What follows belongs to an exercise in optimizing a design on an open flow for small area and a short achievable clock period; a production flow would make more cautious choices.
Where RTL was checked, it was by simulation tests only, not by an equivalence proof against the original.
The RTL of run 2 was laid out without a check of its function.
Power is estimated from default activity; no workload was simulated.

==> flow/design.v (outline; a module is shown in full before it is edited, if it fits) <==
// module fast_float_mult: 5004 lines
// module csa_fa: 4 lines
module fast_float_mult(clk, rst, i_cip, i_vstart, i_vector_length, i_v0, i_v1, i_v2, i_v3,
                       i_v4, i_v5, i_v6, i_v7, i_sj, i_sk, o_busy, o_result);
  // ...
==> flow/flow/run.sh <==
#!/bin/bash
set -euo pipefail
bash standard.sh SETUP_SLACK_MARGIN=7.5 finish > make.log 2>&1
==> flow/standard.sh <==
#!/bin/bash
# synth_recipe.tcl (not shown) runs the flow's synth.tcl, then flattens the netlist and writes it again
# the make line also repeats each setting of config.mk as NAME=value (left out here)
make -C /OpenROAD-flow-scripts/flow DESIGN_CONFIG=/design/flow/config.mk WORK_HOME=/design/flow/orfs CLKGATE_MAP_FILE= SYNTH_SCRIPT=/design/flow/synth_recipe.tcl "${@:-finish}"
==> flow/config.mk <==
export PLATFORM = sky130hd
export DESIGN_NAME = fast_float_mult
export DESIGN_NICKNAME = fast_float_mult
export VERILOG_FILES = /design/flow/design.v
export SDC_FILE = /design/flow/constraint.sdc
export NUM_CORES = 4
export LEC_CHECK = 0
export ABC_AREA = 1
export CAP_MARGIN = 20
export CORE_MARGIN = 2
export CORE_UTILIZATION = 40
export PLACE_DENSITY = 0.6
export SLEW_MARGIN = 20
export SYNTH_HIERARCHICAL = 1
export SYNTH_MINIMUM_KEEP_SIZE = 0
==> flow/constraint.sdc <==
create_clock -name core_clock -period 11.0 [get_ports {clk}]
set_input_delay 2.2000 -clock core_clock [delete_from_list [all_inputs] [get_ports {clk}]]
set_output_delay 2.2000 -clock core_clock [all_outputs]
set_load 0.01 [all_outputs]
==> summary.md, run 1 <==
In this design, the stage delay of the slowest critical-path cell is 0.62 ns. Post-synthesis instance area: 86,000 sq um. The setup path with the least slack is of type flip-flop to flip-flop.

TritonCTS sink count: 1,116. The worst register-to-register path ends at t1[64]$_DFF_P_. In this run the cell area measured after placement is 95,000 sq um.

The tools report the terminating pin of the worst hold path as res6[52]$_DFF_P_. The number of top-level pins was 731. The worst setup slack after layout is 7.38 ns.

The flow ran to the end and the layout has no timing, DRC or antenna violations. The buffer share of cell area was 0.0857. Top register by number of flip-flops: t1. The adder-cell area share of the yosys netlist came out at 0.302. The largest individual stage delay along the critical path comes from the cell buf_6. The area growth from synthesis to layout is 16.2%.

Dividing the detail-routed wire length by the instance count gives 32.9 um. Dividing total power by cell area gives a power density of 389 nW/um^2. Worst hold path cell count: 0.

For the number of placement rows, the log shows 170. The combinational family with the most area after synthesis is adder cells. Leaving out fill and tap cells, the most frequent cells in the layout are nand2_1 (1,448), xor2_1 (1,240), o22ai_1 (1,137). The met1 layer wirelength in the final routing was 137,000 um; the mean number of vias per cell was 6.30. The area fraction of clock buffers and clock inverters is 0.0453. The setup clock skew after layout came out at 0.0335 ns. The number of cells on the worst reg-to-reg path is 7.

The run gives 0.171 as the met3 capacity usage during global routing. The ratio of cells with drive above 1 in the final layout was 0.0649. For the total CTS buffers, the log shows 131.

The number of hold-slack violations in the final timing report was 0; the number of antenna violations at the first check in global routing was 109. In this run the worst path has a maximum fanout of 42.
==> run 2: changes to the inputs <==
--- a/flow/design.v
+++ b/flow/design.v
@@ -4154,208 +4154,210 @@
 wire [95:0] rowx = {t1[453], hs2347, t1[449], hs2345, fs2343, hs2341, fs2339, hs2337, fs2335, fs2333, fs2331, fs2329, fs2327, fs2325, fs2323, fs2321, fs2319, fs2317, fs2315, fs2313, fs2311, fs2309, fs2307, fs2305, fs2303, fs2301, fs2299, fs2297, fs2295, fs2293, fs2291, fs2289, fs2287, fs2285, fs2283, fs2281, fs2279, fs2277, fs2275, fs2273, fs2271, fs2269, fs2267, fs2265, fs2263, fs2261, fs2259, fs2257, fs2255, fs2253, fs2251, fs2249, fs2247, fs2245, fs2243, fs2241, fs2239, fs2237, fs2235, fs2233, fs2231, fs2229, fs2227, fs2225, fs2223, fs2221, fs2219, fs2217, fs2215, fs2213, fs2211, fs2209, fs2207, fs2205, fs2203, fs2201, fs2199, fs2197, fs2195, fs2193, fs2191, fs2189, fs2187, hs2185, hs2183, hs2181, hs2179, hs2177, hs2175, hs2173, hs2171, t1[5], t1[4], t1[3], t1[2], t1[0]};
 wire [95:0] rowy = {hc2348, t1[452], hc2346, fc2344, hc2342, fc2340, hc2338, fc2336, fc2334, fc2332, fc2330, fc2328, fc2326, fc2324, fc2322, fc2320, fc2318, fc2316, fc2314, fc2312, fc2310, fc2308, fc2306, fc2304, fc2302, fc2300, fc2298, fc2296, fc2294, fc2292, fc2290, fc2288, fc2286, fc2284, fc2282, fc2280, fc2278, fc2276, fc2274, fc2272, fc2270, fc2268, fc2266, fc2264, fc2262, fc2260, fc2258, fc2256, fc2254, fc2252, fc2250, fc2248, fc2246, fc2244, fc2242, fc2240, fc2238, fc2236, fc2234, fc2232, fc2230, fc2228, fc2226, fc2224, fc2222, fc2220, fc2218, fc2216, fc2214, fc2212, fc2210, fc2208, fc2206, fc2204, fc2202, fc2200, fc2198, fc2196, fc2194, fc2192, fc2190, fc2188, hc2186, hc2184, hc2182, hc2180, hc2178, hc2176, hc2174, hc2172, t1[8], 1'b0, 1'b0, 1'b0, 1'b0, t1[1]};
 reg [18:0] side1;
 reg [18:0] side2;
 reg [18:0] side3;
 always @(posedge clk) side1 <= {e_s1, es_s1, ms_s1, op_q, 1'b0};
 always @(posedge clk) side2 <= side1;
 always @(posedge clk) side3 <= side2;
-reg [95:0] rx, ry;
-always @(posedge clk) begin rx <= rowx; ry <= rowy; end
-wire ca_g0 = rx[0] & ry[0];
-wire ca_p0 = rx[0] | ry[0];
-wire ca_g1 = rx[1] & ry[1];
-wire ca_p1 = rx[1] | ry[1];
-wire ca_g2 = rx[2] & ry[2];
-wire ca_p2 = rx[2] | ry[2];
-wire ca_g3 = rx[3] & ry[3];
-wire ca_p3 = rx[3] | ry[3];
-wire ca_g4 = rx[4] & ry[4];
-wire ca_p4 = rx[4] | ry[4];
-wire ca_g5 = rx[5] & ry[5];
-wire ca_p5 = rx[5] | ry[5];
-wire ca_g6 = rx[6] & ry[6];
-wire ca_p6 = rx[6] | ry[6];
-wire ca_g7 = rx[7] & ry[7];
-wire ca_p7 = rx[7] | ry[7];
-wire ca_g8 = rx[8] & ry[8];
-wire ca_p8 = rx[8] | ry[8];
-wire ca_g9 = rx[9] & ry[9];
-wire ca_p9 = rx[9] | ry[9];
-wire ca_g10 = rx[10] & ry[10];
-wire ca_p10 = rx[10] | ry[10];
-wire ca_g11 = rx[11] & ry[11];
-wire ca_p11 = rx[11] | ry[11];
-wire ca_g12 = rx[12] & ry[12];
-wire ca_p12 = rx[12] | ry[12];
-wire ca_g13 = rx[13] & ry[13];
-wire ca_p13 = rx[13] | ry[13];
-wire ca_g14 = rx[14] & ry[14];
-wire ca_p14 = rx[14] | ry[14];
-wire ca_g15 = rx[15] & ry[15];
-wire ca_p15 = rx[15] | ry[15];
-wire ca_g16 = rx[16] & ry[16];
-wire ca_p16 = rx[16] | ry[16];
-wire ca_g17 = rx[17] & ry[17];
-wire ca_p17 = rx[17] | ry[17];
-wire ca_g18 = rx[18] & ry[18];
-wire ca_p18 = rx[18] | ry[18];
-wire ca_g19 = rx[19] & ry[19];
-wire ca_p19 = rx[19] | ry[19];
-wire ca_g20 = rx[20] & ry[20];
-wire ca_p20 = rx[20] | ry[20];
-wire ca_g21 = rx[21] & ry[21];
-wire ca_p21 = rx[21] | ry[21];
-wire ca_g22 = rx[22] & ry[22];
-wire ca_p22 = rx[22] | ry[22];
-wire ca_g23 = rx[23] & ry[23];
-wire ca_p23 = rx[23] | ry[23];
-wire ca_g24 = rx[24] & ry[24];
-wire ca_p24 = rx[24] | ry[24];
-wire ca_g25 = rx[25] & ry[25];
-wire ca_p25 = rx[25] | ry[25];
-wire ca_g26 = rx[26] & ry[26];
-wire ca_p26 = rx[26] | ry[26];
-wire ca_g27 = rx[27] & ry[27];
-wire ca_p27 = rx[27] | ry[27];
-wire ca_g28 = rx[28] & ry[28];
-wire ca_p28 = rx[28] | ry[28];
-wire ca_g29 = rx[29] & ry[29];
-wire ca_p29 = rx[29] | ry[29];
-wire ca_g30 = rx[30] & ry[30];
-wire ca_p30 = rx[30] | ry[30];
-wire ca_g31 = rx[31] & ry[31];
-wire ca_p31 = rx[31] | ry[31];
-wire ca_g32 = rx[32] & ry[32];
-wire ca_p32 = rx[32] | ry[32];
-wire ca_g33 = rx[33] & ry[33];
-wire ca_p33 = rx[33] | ry[33];
-wire ca_g34 = rx[34] & ry[34];
-wire ca_p34 = rx[34] | ry[34];
-wire ca_g35 = rx[35] & ry[35];
-wire ca_p35 = rx[35] | ry[35];
-wire ca_g36 = rx[36] & ry[36];
-wire ca_p36 = rx[36] | ry[36];
-wire ca_g37 = rx[37] & ry[37];
-wire ca_p37 = rx[37] | ry[37];
-wire ca_g38 = rx[38] & ry[38];
-wire ca_p38 = rx[38] | ry[38];
-wire ca_g39 = rx[39] & ry[39];
-wire ca_p39 = rx[39] | ry[39];
-wire ca_g40 = rx[40] & ry[40];
-wire ca_p40 = rx[40] | ry[40];
-wire ca_g41 = rx[41] & ry[41];
-wire ca_p41 = rx[41] | ry[41];
-wire ca_g42 = rx[42] & ry[42];
-wire ca_p42 = rx[42] | ry[42];
-wire ca_g43 = rx[43] & ry[43];
-wire ca_p43 = rx[43] | ry[43];
-wire ca_g44 = rx[44] & ry[44];
-wire ca_p44 = rx[44] | ry[44];
-wire ca_g45 = rx[45] & ry[45];
-wire ca_p45 = rx[45] | ry[45];
-wire ca_g46 = rx[46] & ry[46];
-wire ca_p46 = rx[46] | ry[46];
-wire ca_g47 = rx[47] & ry[47];
-wire ca_p47 = rx[47] | ry[47];
-wire ca_tg0_0 = ca_g1 | (ca_p1 & ca_g0);
-wire ca_tp0_0 = ca_p1 & ca_p0;
-wire ca_tg0_2 = ca_g3 | (ca_p3 & ca_g2);
-wire ca_tp0_2 = ca_p3 & ca_p2;
-wire ca_tg0_4 = ca_g5 | (ca_p5 & ca_g4);
-wire ca_tp0_4 = ca_p5 & ca_p4;
-wire ca_tg0_6 = ca_g7 | (ca_p7 & ca_g6);
-wire ca_tp0_6 = ca_p7 & ca_p6;
-wire ca_tg0_8 = ca_g9 | (ca_p9 & ca_g8);
-wire ca_tp0_8 = ca_p9 & ca_p8;
-wire ca_tg0_10 = ca_g11 | (ca_p11 & ca_g10);
-wire ca_tp0_10 = ca_p11 & ca_p10;
-wire ca_tg0_12 = ca_g13 | (ca_p13 & ca_g12);
-wire ca_tp0_12 = ca_p13 & ca_p12;
-wire ca_tg0_14 = ca_g15 | (ca_p15 & ca_g14);
-wire ca_tp0_14 = ca_p15 & ca_p14;
-wire ca_tg0_16 = ca_g17 | (ca_p17 & ca_g16);
-wire ca_tp0_16 = ca_p17 & ca_p16;
-wire ca_tg0_18 = ca_g19 | (ca_p19 & ca_g18);
-wire ca_tp0_18 = ca_p19 & ca_p18;
-wire ca_tg0_20 = ca_g21 | (ca_p21 & ca_g20);
-wire ca_tp0_20 = ca_p21 & ca_p20;
-wire ca_tg0_22 = ca_g23 | (ca_p23 & ca_g22);
-wire ca_tp0_22 = ca_p23 & ca_p22;
-wire ca_tg0_24 = ca_g25 | (ca_p25 & ca_g24);
-wire ca_tp0_24 = ca_p25 & ca_p24;
-wire ca_tg0_26 = ca_g27 | (ca_p27 & ca_g26);
-wire ca_tp0_26 = ca_p27 & ca_p26;
-wire ca_tg0_28 = ca_g29 | (ca_p29 & ca_g28);
-wire ca_tp0_28 = ca_p29 & ca_p28;
-wire ca_tg0_30 = ca_g31 | (ca_p31 & ca_g30);
-wire ca_tp0_30 = ca_p31 & ca_p30;
-wire ca_tg0_32 = ca_g33 | (ca_p33 & ca_g32);
-wire ca_tp0_32 = ca_p33 & ca_p32;
-wire ca_tg0_34 = ca_g35 | (ca_p35 & ca_g34);
-wire ca_tp0_34 = ca_p35 & ca_p34;
-wire ca_tg0_36 = ca_g37 | (ca_p37 & ca_g36);
-wire ca_tp0_36 = ca_p37 & ca_p36;
-wire ca_tg0_38 = ca_g39 | (ca_p39 & ca_g38);
-wire ca_tp0_38 = ca_p39 & ca_p38;
-wire ca_tg0_40 = ca_g41 | (ca_p41 & ca_g40);
-wire ca_tp0_40 = ca_p41 & ca_p40;
-wire ca_tg0_42 = ca_g43 | (ca_p43 & ca_g42);
-wire ca_tp0_42 = ca_p43 & ca_p42;
-wire ca_tg0_44 = ca_g45 | (ca_p45 & ca_g44);
-wire ca_tp0_44 = ca_p45 & ca_p44;
-wire ca_tg0_46 = ca_g47 | (ca_p47 & ca_g46);
-wire ca_tp0_46 = ca_p47 & ca_p46;
-wire ca_tg1_0 = ca_tg0_2 | (ca_tp0_2 & ca_tg0_0);
-wire ca_tp1_0 = ca_tp0_2 & ca_tp0_0;
-wire ca_tg1_2 = ca_tg0_6 | (ca_tp0_6 & ca_tg0_4);
-wire ca_tp1_2 = ca_tp0_6 & ca_tp0_4;
-wire ca_tg1_4 = ca_tg0_10 | (ca_tp0_10 & ca_tg0_8);
-wire ca_tp1_4 = ca_tp0_10 & ca_tp0_8;
-wire ca_tg1_6 = ca_tg0_14 | (ca_tp0_14 & ca_tg0_12);
-wire ca_tp1_6 = ca_tp0_14 & ca_tp0_12;
-wire ca_tg1_8 = ca_tg0_18 | (ca_tp0_18 & ca_tg0_16);
-wire ca_tp1_8 = ca_tp0_18 & ca_tp0_16;
-wire ca_tg1_10 = ca_tg0_22 | (ca_tp0_22 & ca_tg0_20);
-wire ca_tp1_10 = ca_tp0_22 & ca_tp0_20;
-wire ca_tg1_12 = ca_tg0_26 | (ca_tp0_26 & ca_tg0_24);
-wire ca_tp1_12 = ca_tp0_26 & ca_tp0_24;
-wire ca_tg1_14 = ca_tg0_30 | (ca_tp0_30 & ca_tg0_28);
-wire ca_tp1_14 = ca_tp0_30 & ca_tp0_28;
-wire ca_tg1_16 = ca_tg0_34 | (ca_tp0_34 & ca_tg0_32);
-wire ca_tp1_16 = ca_tp0_34 & ca_tp0_32;
-wire ca_tg1_18 = ca_tg0_38 | (ca_tp0_38 & ca_tg0_36);
-wire ca_tp1_18 = ca_tp0_38 & ca_tp0_36;
-wire ca_tg1_20 = ca_tg0_42 | (ca_tp0_42 & ca_tg0_40);
-wire ca_tp1_20 = ca_tp0_42 & ca_tp0_40;
-wire ca_tg1_22 = ca_tg0_46 | (ca_tp0_46 & ca_tg0_44);
-wire ca_tp1_22 = ca_tp0_46 & ca_tp0_44;
-wire ca_tg2_0 = ca_tg1_2 | (ca_tp1_2 & ca_tg1_0);
-wire ca_tp2_0 = ca_tp1_2 & ca_tp1_0;
-wire ca_tg2_2 = ca_tg1_6 | (ca_tp1_6 & ca_tg1_4);
-wire ca_tp2_2 = ca_tp1_6 & ca_tp1_4;
-wire ca_tg2_4 = ca_tg1_10 | (ca_tp1_10 & ca_tg1_8);
-wire ca_tp2_4 = ca_tp1_10 & ca_tp1_8;
-wire ca_tg2_6 = ca_tg1_14 | (ca_tp1_14 & ca_tg1_12);
-wire ca_tp2_6 = ca_tp1_14 & ca_tp1_12;
-wire ca_tg2_8 = ca_tg1_18 | (ca_tp1_18 & ca_tg1_16);
-wire ca_tp2_8 = ca_tp1_18 & ca_tp1_16;
-wire ca_tg2_10 = ca_tg1_22 | (ca_tp1_22 & ca_tg1_20);
-wire ca_tp2_10 = ca_tp1_22 & ca_tp1_20;
-wire ca_tg3_0 = ca_tg2_2 | (ca_tp2_2 & ca_tg2_0);
-wire ca_tp3_0 = ca_tp2_2 & ca_tp2_0;
-wire ca_tg3_2 = ca_tg2_6 | (ca_tp2_6 & ca_tg2_4);
-wire ca_tp3_2 = ca_tp2_6 & ca_tp2_4;
-wire ca_tg3_4 = ca_tg2_10 | (ca_tp2_10 & ca_tg2_8);
-wire ca_tp3_4 = ca_tp2_10 & ca_tp2_8;
-wire ca_tg4_0 = ca_tg3_2 | (ca_tp3_2 & ca_tg3_0);
-wire ca_tp4_0 = ca_tp3_2 & ca_tp3_0;
-wire ca_tg5_0 = ca_tg3_4 | (ca_tp3_4 & ca_tg4_0);
-wire ca_tp5_0 = ca_tp3_4 & ca_tp4_0;
+wire cl_g0 = t1[0] & t1[1];
+wire cl_p0 = t1[0] | t1[1];
+wire cl_g1 = t1[2] & 1'b0;
+wire cl_p1 = t1[2] | 1'b0;
+wire cl_g2 = t1[3] & 1'b0;
+wire cl_p2 = t1[3] | 1'b0;
+wire cl_g3 = t1[4] & 1'b0;
+wire cl_p3 = t1[4] | 1'b0;
+wire cl_g4 = t1[5] & 1'b0;
+wire cl_p4 = t1[5] | 1'b0;
+wire cl_g5 = hs2171 & t1[8];
+wire cl_p5 = hs2171 | t1[8];
+wire cl_g6 = hs2173 & hc2172;
+wire cl_p6 = hs2173 | hc2172;
+wire cl_g7 = hs2175 & hc2174;
+wire cl_p7 = hs2175 | hc2174;
+wire cl_g8 = hs2177 & hc2176;
+wire cl_p8 = hs2177 | hc2176;
+wire cl_g9 = hs2179 & hc2178;
+wire cl_p9 = hs2179 | hc2178;
+wire cl_g10 = hs2181 & hc2180;
+wire cl_p10 = hs2181 | hc2180;
+wire cl_g11 = hs2183 & hc2182;
+wire cl_p11 = hs2183 | hc2182;
+wire cl_g12 = hs2185 & hc2184;
+wire cl_p12 = hs2185 | hc2184;
+wire cl_g13 = fs2187 & hc2186;
+wire cl_p13 = fs2187 | hc2186;
+wire cl_g14 = fs2189 & fc2188;
+wire cl_p14 = fs2189 | fc2188;
+wire cl_g15 = fs2191 & fc2190;
+wire cl_p15 = fs2191 | fc2190;
+wire cl_g16 = fs2193 & fc2192;
+wire cl_p16 = fs2193 | fc2192;
+wire cl_g17 = fs2195 & fc2194;
+wire cl_p17 = fs2195 | fc2194;
+wire cl_g18 = fs2197 & fc2196;
+wire cl_p18 = fs2197 | fc2196;
+wire cl_g19 = fs2199 & fc2198;
+wire cl_p19 = fs2199 | fc2198;
+wire cl_g20 = fs2201 & fc2200;
+wire cl_p20 = fs2201 | fc2200;
+wire cl_g21 = fs2203 & fc2202;
+wire cl_p21 = fs2203 | fc2202;
+wire cl_g22 = fs2205 & fc2204;
+wire cl_p22 = fs2205 | fc2204;
+wire cl_g23 = fs2207 & fc2206;
+wire cl_p23 = fs2207 | fc2206;
+wire cl_g24 = fs2209 & fc2208;
+wire cl_p24 = fs2209 | fc2208;
+wire cl_g25 = fs2211 & fc2210;
+wire cl_p25 = fs2211 | fc2210;
+wire cl_g26 = fs2213 & fc2212;
+wire cl_p26 = fs2213 | fc2212;
+wire cl_g27 = fs2215 & fc2214;
+wire cl_p27 = fs2215 | fc2214;
+wire cl_g28 = fs2217 & fc2216;
+wire cl_p28 = fs2217 | fc2216;
+wire cl_g29 = fs2219 & fc2218;
+wire cl_p29 = fs2219 | fc2218;
+wire cl_g30 = fs2221 & fc2220;
+wire cl_p30 = fs2221 | fc2220;
+wire cl_g31 = fs2223 & fc2222;
+wire cl_p31 = fs2223 | fc2222;
+wire cl_g32 = fs2225 & fc2224;
+wire cl_p32 = fs2225 | fc2224;
+wire cl_g33 = fs2227 & fc2226;
+wire cl_p33 = fs2227 | fc2226;
+wire cl_g34 = fs2229 & fc2228;
+wire cl_p34 = fs2229 | fc2228;
+wire cl_g35 = fs2231 & fc2230;
+wire cl_p35 = fs2231 | fc2230;
+wire cl_g36 = fs2233 & fc2232;
+wire cl_p36 = fs2233 | fc2232;
+wire cl_g37 = fs2235 & fc2234;
+wire cl_p37 = fs2235 | fc2234;
+wire cl_g38 = fs2237 & fc2236;
+wire cl_p38 = fs2237 | fc2236;
+wire cl_g39 = fs2239 & fc2238;
+wire cl_p39 = fs2239 | fc2238;
+wire cl_g40 = fs2241 & fc2240;
+wire cl_p40 = fs2241 | fc2240;
+wire cl_g41 = fs2243 & fc2242;
+wire cl_p41 = fs2243 | fc2242;
+wire cl_g42 = fs2245 & fc2244;
+wire cl_p42 = fs2245 | fc2244;
+wire cl_g43 = fs2247 & fc2246;
+wire cl_p43 = fs2247 | fc2246;
+wire cl_g44 = fs2249 & fc2248;
+wire cl_p44 = fs2249 | fc2248;
+wire cl_g45 = fs2251 & fc2250;
+wire cl_p45 = fs2251 | fc2250;
+wire cl_g46 = fs2253 & fc2252;
+wire cl_p46 = fs2253 | fc2252;
+wire cl_g47 = fs2255 & fc2254;
+wire cl_p47 = fs2255 | fc2254;
+wire cl_tg0_0 = cl_g1 | (cl_p1 & cl_g0);
+wire cl_tp0_0 = cl_p1 & cl_p0;
+wire cl_tg0_2 = cl_g3 | (cl_p3 & cl_g2);
+wire cl_tp0_2 = cl_p3 & cl_p2;
+wire cl_tg0_4 = cl_g5 | (cl_p5 & cl_g4);
+wire cl_tp0_4 = cl_p5 & cl_p4;
+wire cl_tg0_6 = cl_g7 | (cl_p7 & cl_g6);
+wire cl_tp0_6 = cl_p7 & cl_p6;
+wire cl_tg0_8 = cl_g9 | (cl_p9 & cl_g8);
+wire cl_tp0_8 = cl_p9 & cl_p8;
+wire cl_tg0_10 = cl_g11 | (cl_p11 & cl_g10);
+wire cl_tp0_10 = cl_p11 & cl_p10;
+wire cl_tg0_12 = cl_g13 | (cl_p13 & cl_g12);
+wire cl_tp0_12 = cl_p13 & cl_p12;
+wire cl_tg0_14 = cl_g15 | (cl_p15 & cl_g14);
+wire cl_tp0_14 = cl_p15 & cl_p14;
+wire cl_tg0_16 = cl_g17 | (cl_p17 & cl_g16);
+wire cl_tp0_16 = cl_p17 & cl_p16;
+wire cl_tg0_18 = cl_g19 | (cl_p19 & cl_g18);
+wire cl_tp0_18 = cl_p19 & cl_p18;
+wire cl_tg0_20 = cl_g21 | (cl_p21 & cl_g20);
+wire cl_tp0_20 = cl_p21 & cl_p20;
+wire cl_tg0_22 = cl_g23 | (cl_p23 & cl_g22);
+wire cl_tp0_22 = cl_p23 & cl_p22;
+wire cl_tg0_24 = cl_g25 | (cl_p25 & cl_g24);
+wire cl_tp0_24 = cl_p25 & cl_p24;
+wire cl_tg0_26 = cl_g27 | (cl_p27 & cl_g26);
+wire cl_tp0_26 = cl_p27 & cl_p26;
+wire cl_tg0_28 = cl_g29 | (cl_p29 & cl_g28);
+wire cl_tp0_28 = cl_p29 & cl_p28;
+wire cl_tg0_30 = cl_g31 | (cl_p31 & cl_g30);
+wire cl_tp0_30 = cl_p31 & cl_p30;
+wire cl_tg0_32 = cl_g33 | (cl_p33 & cl_g32);
+wire cl_tp0_32 = cl_p33 & cl_p32;
+wire cl_tg0_34 = cl_g35 | (cl_p35 & cl_g34);
+wire cl_tp0_34 = cl_p35 & cl_p34;
+wire cl_tg0_36 = cl_g37 | (cl_p37 & cl_g36);
+wire cl_tp0_36 = cl_p37 & cl_p36;
+wire cl_tg0_38 = cl_g39 | (cl_p39 & cl_g38);
+wire cl_tp0_38 = cl_p39 & cl_p38;
+wire cl_tg0_40 = cl_g41 | (cl_p41 & cl_g40);
+wire cl_tp0_40 = cl_p41 & cl_p40;
+wire cl_tg0_42 = cl_g43 | (cl_p43 & cl_g42);
+wire cl_tp0_42 = cl_p43 & cl_p42;
+wire cl_tg0_44 = cl_g45 | (cl_p45 & cl_g44);
+wire cl_tp0_44 = cl_p45 & cl_p44;
+wire cl_tg0_46 = cl_g47 | (cl_p47 & cl_g46);
+wire cl_tp0_46 = cl_p47 & cl_p46;
+wire cl_tg1_0 = cl_tg0_2 | (cl_tp0_2 & cl_tg0_0);
+wire cl_tp1_0 = cl_tp0_2 & cl_tp0_0;
+wire cl_tg1_2 = cl_tg0_6 | (cl_tp0_6 & cl_tg0_4);
+wire cl_tp1_2 = cl_tp0_6 & cl_tp0_4;
+wire cl_tg1_4 = cl_tg0_10 | (cl_tp0_10 & cl_tg0_8);
+wire cl_tp1_4 = cl_tp0_10 & cl_tp0_8;
+wire cl_tg1_6 = cl_tg0_14 | (cl_tp0_14 & cl_tg0_12);
+wire cl_tp1_6 = cl_tp0_14 & cl_tp0_12;
+wire cl_tg1_8 = cl_tg0_18 | (cl_tp0_18 & cl_tg0_16);
+wire cl_tp1_8 = cl_tp0_18 & cl_tp0_16;
+wire cl_tg1_10 = cl_tg0_22 | (cl_tp0_22 & cl_tg0_20);
+wire cl_tp1_10 = cl_tp0_22 & cl_tp0_20;
+wire cl_tg1_12 = cl_tg0_26 | (cl_tp0_26 & cl_tg0_24);
+wire cl_tp1_12 = cl_tp0_26 & cl_tp0_24;
+wire cl_tg1_14 = cl_tg0_30 | (cl_tp0_30 & cl_tg0_28);
+wire cl_tp1_14 = cl_tp0_30 & cl_tp0_28;
+wire cl_tg1_16 = cl_tg0_34 | (cl_tp0_34 & cl_tg0_32);
+wire cl_tp1_16 = cl_tp0_34 & cl_tp0_32;
+wire cl_tg1_18 = cl_tg0_38 | (cl_tp0_38 & cl_tg0_36);
+wire cl_tp1_18 = cl_tp0_38 & cl_tp0_36;
+wire cl_tg1_20 = cl_tg0_42 | (cl_tp0_42 & cl_tg0_40);
+wire cl_tp1_20 = cl_tp0_42 & cl_tp0_40;
+wire cl_tg1_22 = cl_tg0_46 | (cl_tp0_46 & cl_tg0_44);
+wire cl_tp1_22 = cl_tp0_46 & cl_tp0_44;
+wire cl_tg2_0 = cl_tg1_2 | (cl_tp1_2 & cl_tg1_0);
+wire cl_tp2_0 = cl_tp1_2 & cl_tp1_0;
+wire cl_tg2_2 = cl_tg1_6 | (cl_tp1_6 & cl_tg1_4);
+wire cl_tp2_2 = cl_tp1_6 & cl_tp1_4;
+wire cl_tg2_4 = cl_tg1_10 | (cl_tp1_10 & cl_tg1_8);
+wire cl_tp2_4 = cl_tp1_10 & cl_tp1_8;
+wire cl_tg2_6 = cl_tg1_14 | (cl_tp1_14 & cl_tg1_12);
+wire cl_tp2_6 = cl_tp1_14 & cl_tp1_12;
+wire cl_tg2_8 = cl_tg1_18 | (cl_tp1_18 & cl_tg1_16);
+wire cl_tp2_8 = cl_tp1_18 & cl_tp1_16;
+wire cl_tg2_10 = cl_tg1_22 | (cl_tp1_22 & cl_tg1_20);
+wire cl_tp2_10 = cl_tp1_22 & cl_tp1_20;
+wire cl_tg3_0 = cl_tg2_2 | (cl_tp2_2 & cl_tg2_0);
+wire cl_tp3_0 = cl_tp2_2 & cl_tp2_0;
+wire cl_tg3_2 = cl_tg2_6 | (cl_tp2_6 & cl_tg2_4);
+wire cl_tp3_2 = cl_tp2_6 & cl_tp2_4;
+wire cl_tg3_4 = cl_tg2_10 | (cl_tp2_10 & cl_tg2_8);
+wire cl_tp3_4 = cl_tp2_10 & cl_tp2_8;
+wire cl_tg4_0 = cl_tg3_2 | (cl_tp3_2 & cl_tg3_0);
+wire cl_tp4_0 = cl_tp3_2 & cl_tp3_0;
+wire cl_tg5_0 = cl_tg3_4 | (cl_tp3_4 & cl_tg4_0);
+wire cl_tp5_0 = cl_tp3_4 & cl_tp4_0;
+wire [47:0] zd = (rowx[47:0] ^ rowy[47:0]) ^ {rowx[46:0] | rowy[46:0], 1'b0};
+reg [95:48] rx, ry;
+reg c48, lz_r, lz_cs;
+always @(posedge clk) begin rx <= rowx[95:48]; ry <= rowy[95:48]; c48 <= cl_tg5_0; lz_r <= ~|zd; lz_cs <= lz_r; end
 wire ca_hg0 = rx[48] & ry[48];
 wire ca_hp0 = rx[48] | ry[48];
 wire ca_hx0 = rx[48] ^ ry[48];
 wire ca_hg1 = rx[49] & ry[49];
 wire ca_hp1 = rx[49] | ry[49];
 wire ca_hx1 = rx[49] ^ ry[49];
 wire ca_hg2 = rx[50] & ry[50];
 wire ca_hp2 = rx[50] | ry[50];
@@ -4746,115 +4748,112 @@
 wire ca_sg5_44 = ca_sg3_44 | (ca_sp3_44 & ca_sg4_31);
 wire ca_sp5_44 = ca_sp3_44 & ca_sp4_31;
 wire ca_sg5_45 = ca_sg3_45 | (ca_sp3_45 & ca_sg4_31);
 wire ca_sp5_45 = ca_sp3_45 & ca_sp4_31;
 wire ca_sg5_46 = ca_sg3_46 | (ca_sp3_46 & ca_sg4_31);
 wire ca_sp5_46 = ca_sp3_46 & ca_sp4_31;
 wire ca_sg5_47 = ca_sg3_47 | (ca_sp3_47 & ca_sg4_31);
 wire ca_sp5_47 = ca_sp3_47 & ca_sp4_31;
-wire ca_s0 = ca_hx0 ^ ca_tg5_0;
-wire ca_c1 = ca_hg0 | (ca_hp0 & ca_tg5_0);
+wire ca_s0 = ca_hx0 ^ c48;
+wire ca_c1 = ca_hg0 | (ca_hp0 & c48);
 wire ca_s1 = ca_hx1 ^ ca_c1;
-wire ca_c2 = ca_sg0_1 | (ca_sp0_1 & ca_tg5_0);
+wire ca_c2 = ca_sg0_1 | (ca_sp0_1 & c48);
 wire ca_s2 = ca_hx2 ^ ca_c2;
-wire ca_c3 = ca_sg1_2 | (ca_sp1_2 & ca_tg5_0);
+wire ca_c3 = ca_sg1_2 | (ca_sp1_2 & c48);
 wire ca_s3 = ca_hx3 ^ ca_c3;
-wire ca_c4 = ca_sg1_3 | (ca_sp1_3 & ca_tg5_0);
+wire ca_c4 = ca_sg1_3 | (ca_sp1_3 & c48);
 wire ca_s4 = ca_hx4 ^ ca_c4;
-wire ca_c5 = ca_sg2_4 | (ca_sp2_4 & ca_tg5_0);
+wire ca_c5 = ca_sg2_4 | (ca_sp2_4 & c48);
 wire ca_s5 = ca_hx5 ^ ca_c5;
-wire ca_c6 = ca_sg2_5 | (ca_sp2_5 & ca_tg5_0);
+wire ca_c6 = ca_sg2_5 | (ca_sp2_5 & c48);
 wire ca_s6 = ca_hx6 ^ ca_c6;
-wire ca_c7 = ca_sg2_6 | (ca_sp2_6 & ca_tg5_0);
+wire ca_c7 = ca_sg2_6 | (ca_sp2_6 & c48);
 wire ca_s7 = ca_hx7 ^ ca_c7;
-wire ca_c8 = ca_sg2_7 | (ca_sp2_7 & ca_tg5_0);
+wire ca_c8 = ca_sg2_7 | (ca_sp2_7 & c48);
 wire ca_s8 = ca_hx8 ^ ca_c8;
-wire ca_c9 = ca_sg3_8 | (ca_sp3_8 & ca_tg5_0);
+wire ca_c9 = ca_sg3_8 | (ca_sp3_8 & c48);
 wire ca_s9 = ca_hx9 ^ ca_c9;
-wire ca_c10 = ca_sg3_9 | (ca_sp3_9 & ca_tg5_0);
+wire ca_c10 = ca_sg3_9 | (ca_sp3_9 & c48);
 wire ca_s10 = ca_hx10 ^ ca_c10;
-wire ca_c11 = ca_sg3_10 | (ca_sp3_10 & ca_tg5_0);
+wire ca_c11 = ca_sg3_10 | (ca_sp3_10 & c48);
 wire ca_s11 = ca_hx11 ^ ca_c11;
-wire ca_c12 = ca_sg3_11 | (ca_sp3_11 & ca_tg5_0);
+wire ca_c12 = ca_sg3_11 | (ca_sp3_11 & c48);
 wire ca_s12 = ca_hx12 ^ ca_c12;
-wire ca_c13 = ca_sg3_12 | (ca_sp3_12 & ca_tg5_0);
+wire ca_c13 = ca_sg3_12 | (ca_sp3_12 & c48);
 wire ca_s13 = ca_hx13 ^ ca_c13;
-wire ca_c14 = ca_sg3_13 | (ca_sp3_13 & ca_tg5_0);
+wire ca_c14 = ca_sg3_13 | (ca_sp3_13 & c48);
 wire ca_s14 = ca_hx14 ^ ca_c14;
-wire ca_c15 = ca_sg3_14 | (ca_sp3_14 & ca_tg5_0);
+wire ca_c15 = ca_sg3_14 | (ca_sp3_14 & c48);
 wire ca_s15 = ca_hx15 ^ ca_c15;
-wire ca_c16 = ca_sg3_15 | (ca_sp3_15 & ca_tg5_0);
+wire ca_c16 = ca_sg3_15 | (ca_sp3_15 & c48);
 wire ca_s16 = ca_hx16 ^ ca_c16;
-wire ca_c17 = ca_sg4_16 | (ca_sp4_16 & ca_tg5_0);
+wire ca_c17 = ca_sg4_16 | (ca_sp4_16 & c48);
 wire ca_s17 = ca_hx17 ^ ca_c17;
-wire ca_c18 = ca_sg4_17 | (ca_sp4_17 & ca_tg5_0);
+wire ca_c18 = ca_sg4_17 | (ca_sp4_17 & c48);
 wire ca_s18 = ca_hx18 ^ ca_c18;
-wire ca_c19 = ca_sg4_18 | (ca_sp4_18 & ca_tg5_0);
+wire ca_c19 = ca_sg4_18 | (ca_sp4_18 & c48);
 wire ca_s19 = ca_hx19 ^ ca_c19;
-wire ca_c20 = ca_sg4_19 | (ca_sp4_19 & ca_tg5_0);
+wire ca_c20 = ca_sg4_19 | (ca_sp4_19 & c48);
 wire ca_s20 = ca_hx20 ^ ca_c20;
-wire ca_c21 = ca_sg4_20 | (ca_sp4_20 & ca_tg5_0);
+wire ca_c21 = ca_sg4_20 | (ca_sp4_20 & c48);
 wire ca_s21 = ca_hx21 ^ ca_c21;
-wire ca_c22 = ca_sg4_21 | (ca_sp4_21 & ca_tg5_0);
+wire ca_c22 = ca_sg4_21 | (ca_sp4_21 & c48);
 wire ca_s22 = ca_hx22 ^ ca_c22;
-wire ca_c23 = ca_sg4_22 | (ca_sp4_22 & ca_tg5_0);
+wire ca_c23 = ca_sg4_22 | (ca_sp4_22 & c48);
 wire ca_s23 = ca_hx23 ^ ca_c23;
-wire ca_c24 = ca_sg4_23 | (ca_sp4_23 & ca_tg5_0);
+wire ca_c24 = ca_sg4_23 | (ca_sp4_23 & c48);
 wire ca_s24 = ca_hx24 ^ ca_c24;
-wire ca_c25 = ca_sg4_24 | (ca_sp4_24 & ca_tg5_0);
+wire ca_c25 = ca_sg4_24 | (ca_sp4_24 & c48);
 wire ca_s25 = ca_hx25 ^ ca_c25;
-wire ca_c26 = ca_sg4_25 | (ca_sp4_25 & ca_tg5_0);
+wire ca_c26 = ca_sg4_25 | (ca_sp4_25 & c48);
 wire ca_s26 = ca_hx26 ^ ca_c26;
-wire ca_c27 = ca_sg4_26 | (ca_sp4_26 & ca_tg5_0);
+wire ca_c27 = ca_sg4_26 | (ca_sp4_26 & c48);
 wire ca_s27 = ca_hx27 ^ ca_c27;
-wire ca_c28 = ca_sg4_27 | (ca_sp4_27 & ca_tg5_0);
+wire ca_c28 = ca_sg4_27 | (ca_sp4_27 & c48);
 wire ca_s28 = ca_hx28 ^ ca_c28;
-wire ca_c29 = ca_sg4_28 | (ca_sp4_28 & ca_tg5_0);
+wire ca_c29 = ca_sg4_28 | (ca_sp4_28 & c48);
 wire ca_s29 = ca_hx29 ^ ca_c29;
-wire ca_c30 = ca_sg4_29 | (ca_sp4_29 & ca_tg5_0);
+wire ca_c30 = ca_sg4_29 | (ca_sp4_29 & c48);
 wire ca_s30 = ca_hx30 ^ ca_c30;
-wire ca_c31 = ca_sg4_30 | (ca_sp4_30 & ca_tg5_0);
+wire ca_c31 = ca_sg4_30 | (ca_sp4_30 & c48);
 wire ca_s31 = ca_hx31 ^ ca_c31;
-wire ca_c32 = ca_sg4_31 | (ca_sp4_31 & ca_tg5_0);
+wire ca_c32 = ca_sg4_31 | (ca_sp4_31 & c48);
 wire ca_s32 = ca_hx32 ^ ca_c32;
-wire ca_c33 = ca_sg5_32 | (ca_sp5_32 & ca_tg5_0);
+wire ca_c33 = ca_sg5_32 | (ca_sp5_32 & c48);
 wire ca_s33 = ca_hx33 ^ ca_c33;
-wire ca_c34 = ca_sg5_33 | (ca_sp5_33 & ca_tg5_0);
+wire ca_c34 = ca_sg5_33 | (ca_sp5_33 & c48);
 wire ca_s34 = ca_hx34 ^ ca_c34;
-wire ca_c35 = ca_sg5_34 | (ca_sp5_34 & ca_tg5_0);
+wire ca_c35 = ca_sg5_34 | (ca_sp5_34 & c48);
 wire ca_s35 = ca_hx35 ^ ca_c35;
-wire ca_c36 = ca_sg5_35 | (ca_sp5_35 & ca_tg5_0);
+wire ca_c36 = ca_sg5_35 | (ca_sp5_35 & c48);
 wire ca_s36 = ca_hx36 ^ ca_c36;
-wire ca_c37 = ca_sg5_36 | (ca_sp5_36 & ca_tg5_0);
+wire ca_c37 = ca_sg5_36 | (ca_sp5_36 & c48);
 wire ca_s37 = ca_hx37 ^ ca_c37;
-wire ca_c38 = ca_sg5_37 | (ca_sp5_37 & ca_tg5_0);
+wire ca_c38 = ca_sg5_37 | (ca_sp5_37 & c48);
 wire ca_s38 = ca_hx38 ^ ca_c38;
-wire ca_c39 = ca_sg5_38 | (ca_sp5_38 & ca_tg5_0);
+wire ca_c39 = ca_sg5_38 | (ca_sp5_38 & c48);
 wire ca_s39 = ca_hx39 ^ ca_c39;
-wire ca_c40 = ca_sg5_39 | (ca_sp5_39 & ca_tg5_0);
+wire ca_c40 = ca_sg5_39 | (ca_sp5_39 & c48);
 wire ca_s40 = ca_hx40 ^ ca_c40;
-wire ca_c41 = ca_sg5_40 | (ca_sp5_40 & ca_tg5_0);
+wire ca_c41 = ca_sg5_40 | (ca_sp5_40 & c48);
 wire ca_s41 = ca_hx41 ^ ca_c41;
-wire ca_c42 = ca_sg5_41 | (ca_sp5_41 & ca_tg5_0);
+wire ca_c42 = ca_sg5_41 | (ca_sp5_41 & c48);
 wire ca_s42 = ca_hx42 ^ ca_c42;
-wire ca_c43 = ca_sg5_42 | (ca_sp5_42 & ca_tg5_0);
+wire ca_c43 = ca_sg5_42 | (ca_sp5_42 & c48);
 wire ca_s43 = ca_hx43 ^ ca_c43;
-wire ca_c44 = ca_sg5_43 | (ca_sp5_43 & ca_tg5_0);
+wire ca_c44 = ca_sg5_43 | (ca_sp5_43 & c48);
 wire ca_s44 = ca_hx44 ^ ca_c44;
-wire ca_c45 = ca_sg5_44 | (ca_sp5_44 & ca_tg5_0);
+wire ca_c45 = ca_sg5_44 | (ca_sp5_44 & c48);
 wire ca_s45 = ca_hx45 ^ ca_c45;
-wire ca_c46 = ca_sg5_45 | (ca_sp5_45 & ca_tg5_0);
+wire ca_c46 = ca_sg5_45 | (ca_sp5_45 & c48);
 wire ca_s46 = ca_hx46 ^ ca_c46;
-wire ca_c47 = ca_sg5_46 | (ca_sp5_46 & ca_tg5_0);
+wire ca_c47 = ca_sg5_46 | (ca_sp5_46 & c48);
 wire ca_s47 = ca_hx47 ^ ca_c47;
 wire [95:0] psum = {ca_s47, ca_s46, ca_s45, ca_s44, ca_s43, ca_s42, ca_s41, ca_s40, ca_s39, ca_s38, ca_s37, ca_s36, ca_s35, ca_s34, ca_s33, ca_s32, ca_s31, ca_s30, ca_s29, ca_s28, ca_s27, ca_s26, ca_s25, ca_s24, ca_s23, ca_s22, ca_s21, ca_s20, ca_s19, ca_s18, ca_s17, ca_s16, ca_s15, ca_s14, ca_s13, ca_s12, ca_s11, ca_s10, ca_s9, ca_s8, ca_s7, ca_s6, ca_s5, ca_s4, ca_s3, ca_s2, ca_s1, ca_s0, 48'd0};
-wire [47:0] zd = (rx[47:0] ^ ry[47:0]) ^ {rx[46:0] | ry[46:0], 1'b0};
-reg lz_cs;
-always @(posedge clk) lz_cs <= ~|zd;
 reg [47:0] ph;
 always @(posedge clk) ph <= psum[95:48];
 wire [18:0] sp = side3;
 wire [13:0] pe  = sp[18:5];
 wire        pes = sp[4];
 wire        pms = sp[3];
 wire [1:0]  pop = sp[2:1];
 wire        plz = lz_cs;
==> flow/flow/run.sh (replaced) <==
#!/bin/bash
set -euo pipefail
bash standard.sh SETUP_SLACK_MARGIN=8.0 finish > make.log 2>&1
==> summary.md, run 2 <==
The worst setup path is captured at a flip-flop. Including well taps, the total number of placed cells is 11,925. At the end of routability-driven placement, the weighted congestion stood at 1.08.

For the quantity of hold-fixing buffers added after cts, the log shows 0. The area added between synthesis and finish was 22.4%; the max-slew violation count was 0. The tools report the endpoint of the worst-slack reg-to-reg timing path as lz_r$_DFF_P_. IR analysis of the VDD net gives a maximum drop of 1.33 mV. The average size of a mapped cell works out to 9.29 sq um. Post-synthesis instance area: 83,700 sq um (-2.6%).

The power density over the cells was 446 nW/um^2 (+15%); the overflow left after global routing was 0. The run gives 1,026 (-8.1%) as the TritonCTS sink count. The tools report the critical path data required time as 11.66 ns. In this run the number of H-tree levels came out at 3. The number of synthesized flops with an enable pin is 0, and the number of synthesized register bits is 1,026. The worst hold path cell count was 0 (unchanged); the leakage power of the design was 44.4 nW. The worst-margin pin slew works out to 1.13 ns. TritonCTS built the clock tree.

Dominant cell by count in the synthesized netlist: nand2_1. Once detailed placement completed, the half-perimeter wirelength came to 280,000 um. STA classifies the critical path startpoint as a flip-flop. The number of different library cells used by synthesis comes to 61. Prior to clock tree synthesis, the placed netlist has a worst setup slack of 6.35 ns. The filler-free cell count of the finished design is 12,354, and the worst setup slack after layout is 7.21 ns (-0.176 ns). The core area was 208,000 sq um.

The post-layout minimum cycle time is 3.79 ns, and the mean number of vias per cell is 6.44 (+2.2%). The depth of the most critical reg-to-reg path came out at 13 (+6). The flip-flop count of the largest register, all copies and words added is 454. The area share of the largest cell type after synthesis works out to 0.266. The path class of the lowest-slack min-delay path is flip-flop to flip-flop. The die covers 213,000 sq um. The post-detailed-route wirelength per cell came out at 35.7 um (+8.5%). The number of global-route vias before repair is 78,416.

The Yosys step of the flow raised 7 warnings. In this run the remaining antenna-violating nets after routing total 0. Highest net fanout along the worst path: 2 (-95%). Leaving out fill and tap cells, the most frequent cell in the layout is nand2_1. Counting every instance in the synthesized netlist gives 9,018.

The count of TritonRoute iterations in the first routing pass came out at 13. Adding up every negative setup slack in the final design gives 0 ns. The setup clock skew after layout is 0.0947 ns (+0.0612 ns), and the total of buffers placed on input and output ports is 727. The register clock-pin slew on the reported worst setup and hold paths is 0.07 ns.

The top register by number of flip-flops is t1. For this run, the leading register cell type out of synthesis is dfxtp_1. The final cycle utilization of the critical path is 0.345. The top cell types in the final layout, fill and taps aside, are nand2_1 (1,272), xor2_1 (1,232), fa_1 (1,062). Entering global routing, the biggest net connects 52 pins. Across all layers, the routed design uses 79,523 vias. The total CTS buffers is 116 (-11%), and the proportion of register bits with asynchronous set or reset after synthesis is 0.

The overall fraction of global-route tracks in use is 0.393. The logs give 11,459 for the net count reported at finish and 731 (unchanged) for the number of top-level pins. The worst hold path begins at res4[35]$_DFF_P_. The critical path in this run is classified as flip-flop to flip-flop.

Derived from the worst setup path, the maximum achievable clock frequency is 0.264 GHz. The tools report the root buffer cell as clkbuf_16. The fraction of the yosys area taken by sequential cells is 0.245. The violation count after the first detailed-route iteration is 12,916. The terminating pin of the worst hold path is res5[35]$_DFF_P_. Ranked by total cell area, the synthesized netlist is headed by fa_1 (27%), dfxtp_1 (25%), xor2_1 (13%). The tool flagged a number of max-cap violations equal to 0.

The tools report the worst slew margin relative to its limit as 0.243. In this run the horizontal extent of the chip is 462 um. In this run the critical register-to-register path is launched from t1[144]$_DFF_P_. The run gives 45.7 mW as the total design power.

Setup repair after global routing could not meet its margin everywhere. The ratio of cells with drive above 1 in the final layout was 0.113 (+0.0485); the slack of the worst reg-to-reg path was 7.21 ns. The clock reaches the later pin of the worst-skew pair after 0.84 ns.

Summed over all layers, the routed wires come to 441,000 um. The tools report the number of placement rows as 167 (-1.8%). Data arrives at the worst endpoint at 4.45 ns. The number of antenna violations at the first check in global routing is 118 (+8.3%), and the number of failing setup endpoints in the final timing report is 0. The starting utilization of the core area came out at 0.403. After synthesis, the most frequently instantiated cells are nand2_1 (1,315), xor2_1 (1,268), o22ai_1 (1,136). For this run, design rule violations remaining after detail routing come to 0. The die is 462 um tall.

The biggest area contributor in the post-synthesis netlist is fa_1. Number of buffers on the longest clock path: 3. The flow ran to the end and the layout has no timing, DRC or antenna violations. The number of hold-slack violations in the final timing report was 0 (unchanged); the global-route wire length before repair was 592,000 um.
## run 2: cell count changes after synthesis, sizes merged, moves of 26 or more
cell   change
nand2    -145
dfxtp     -90
nand3     +39
nor2      -37
inv       -33
xor2      +26
## run 2: worst max-delay path by stage
stage                       startpoint               to  cells after the start
floorplan           i_vector_length[2]  ksel[0]$_DFF_P_                     11
global placement               i_v0[8]  btwo[4]$_DFF_P_                      7
detailed placement             i_v0[8]  btwo[4]$_DFF_P_                      7
CTS                    t1[174]$_DFF_P_     lz_r$_DFF_P_                     11
global route           t1[144]$_DFF_P_     lz_r$_DFF_P_                     13
finish                 t1[144]$_DFF_P_     lz_r$_DFF_P_                     13
## run 2: report_power, final
| part | switching, mW | internal, mW |
|---|---|---|
| clock | 1.83 | 2.43 |
| combinational | 20.4 | 13.9 |
| sequential | 1.02 | 6.11 |
| total | 23.3 | 22.4 |
## run 2: worst max-delay path, stage by stage, from the launching register on
cell and delay, ns:
dfxtp_1 0.32, ha_1 0.33, fa_1 0.40, fa_1 0.52, fa_1 0.56, inv_1 0.07, ha_1 0.28, xor2_1 0.38
nand3_1 0.13, nor3_1 0.16, nand2_1 0.07, nor2_1 0.10, nand2_1 0.09, nor2_4 0.22
## run 2: cell type report
class / instances / area, sq um
fill: 19230 / 105000
multi-input combinational: 6554 / 59600
sequential: 1026 / 20700
timing repair buffer: 1024 / 11700
tap: 2788 / 3490
clock buffer: 143 / 3140
inverter: 659 / 2550
clock inverter: 78 / 1050
antenna: 81 / 203
timing repair inverter: 1 / 7.51
## run 2: metal layers
| layer | vias up | share of wire | GRT usage | wire [um] |
|---|---|---|---|---|
| met3 | 2450 | 0.16 | 0.195 | 69900 |
| met5 | - | 0.0025 | 0.0124 | 1100 |
| met2 | 7668 | 0.41 | 0.560 | 180000 |
| met4 | 69 | 0.096 | 0.297 | 42400 |
| li1 | 30809 | - | - | - |
| met1 | 38527 | 0.34 | 0.450 | 148000 |
## run 2: Yosys stat by module, one instance, submodules excluded
module	copies in the design	cells inside
fast_float_mult	1	7911
csa_fa	1107	1
## run 2: what timing repair did
item | 4_1_cts | 5_1_grt
cloned | 10 | 22
buffers inserted | 47 | 48
setup endpoints to repair | 564 | 319
pin swaps | 57 | 143
gates resized for setup | 729 | 500
## run 2: cells by family (layout without fill, tap and decap cells)
| family | count (synthesis) | count (layout) | share of synthesized area |
|---|---|---|---|
| and+or+nand+nor | 2102 | 2102 | 0.110 |
| AOI/OAI and AO/OA | 1715 | 1715 | 0.131 |
| buffers and inverters | 1461 | 1905 | 0.0676 |
| adders and majority gates | 1411 | 1411 | 0.310 |
| xor gates and xnor gates | 1301 | 1301 | 0.136 |
| DFF | 1026 | 1026 | 0.245 |
| other | 1 | 105 | 0.0000448 |
| muxes | 1 | 1 | 0.000134 |
## run 2: stage by stage
step                      utilization  instance area (sq um)  hold slack (ns)
final                           0.493                 102000            0.324
after global routing            0.493                 102000            0.315
after CTS                       0.478                  99200            0.312
after detailed placement        0.447                  92900            0.312
after global placement          0.447                  92900            0.311
after floorplan                     -                  84000            0.310

## separate check: timing with driven ports
How much do the figures lean on ideal ports? The routed layouts below were timed once more, with nothing changed but the port constraints. Step 1 (the two cells are an assumption about what drives the block):
set clk [get_ports {clk}]
set_driving_cell -lib_cell sky130_fd_sc_hd__clkbuf_16 $clk
set_driving_cell -lib_cell sky130_fd_sc_hd__buf_2 [delete_from_list [all_inputs] $clk]
Step 2 also shifts input and output timing later by t, the mid clock arrival at the registers, as if the neighbouring blocks saw the same clock. Slacks: ideal ports / drivers / drivers and shift; pairs: ideal ports / drivers.
| run | shift t [ns] | setup slack, ns | worst setup path after step 2 | clock arrival spread, ns |
|---|---|---|---|---|
| run 1 | 0.920 | 7.382 / 7.375 / 6.691 | input to register | 0.043 / 0.044 |
| run 2 | 0.907 | 7.205 / 7.205 / 7.030 | input to register | 0.101 / 0.101 |
After both steps setup and hold are still met in every run listed. For run 1, which loses most, drivers alone change the setup slack by -0.007 ns; drivers and shift together by -0.691 ns.
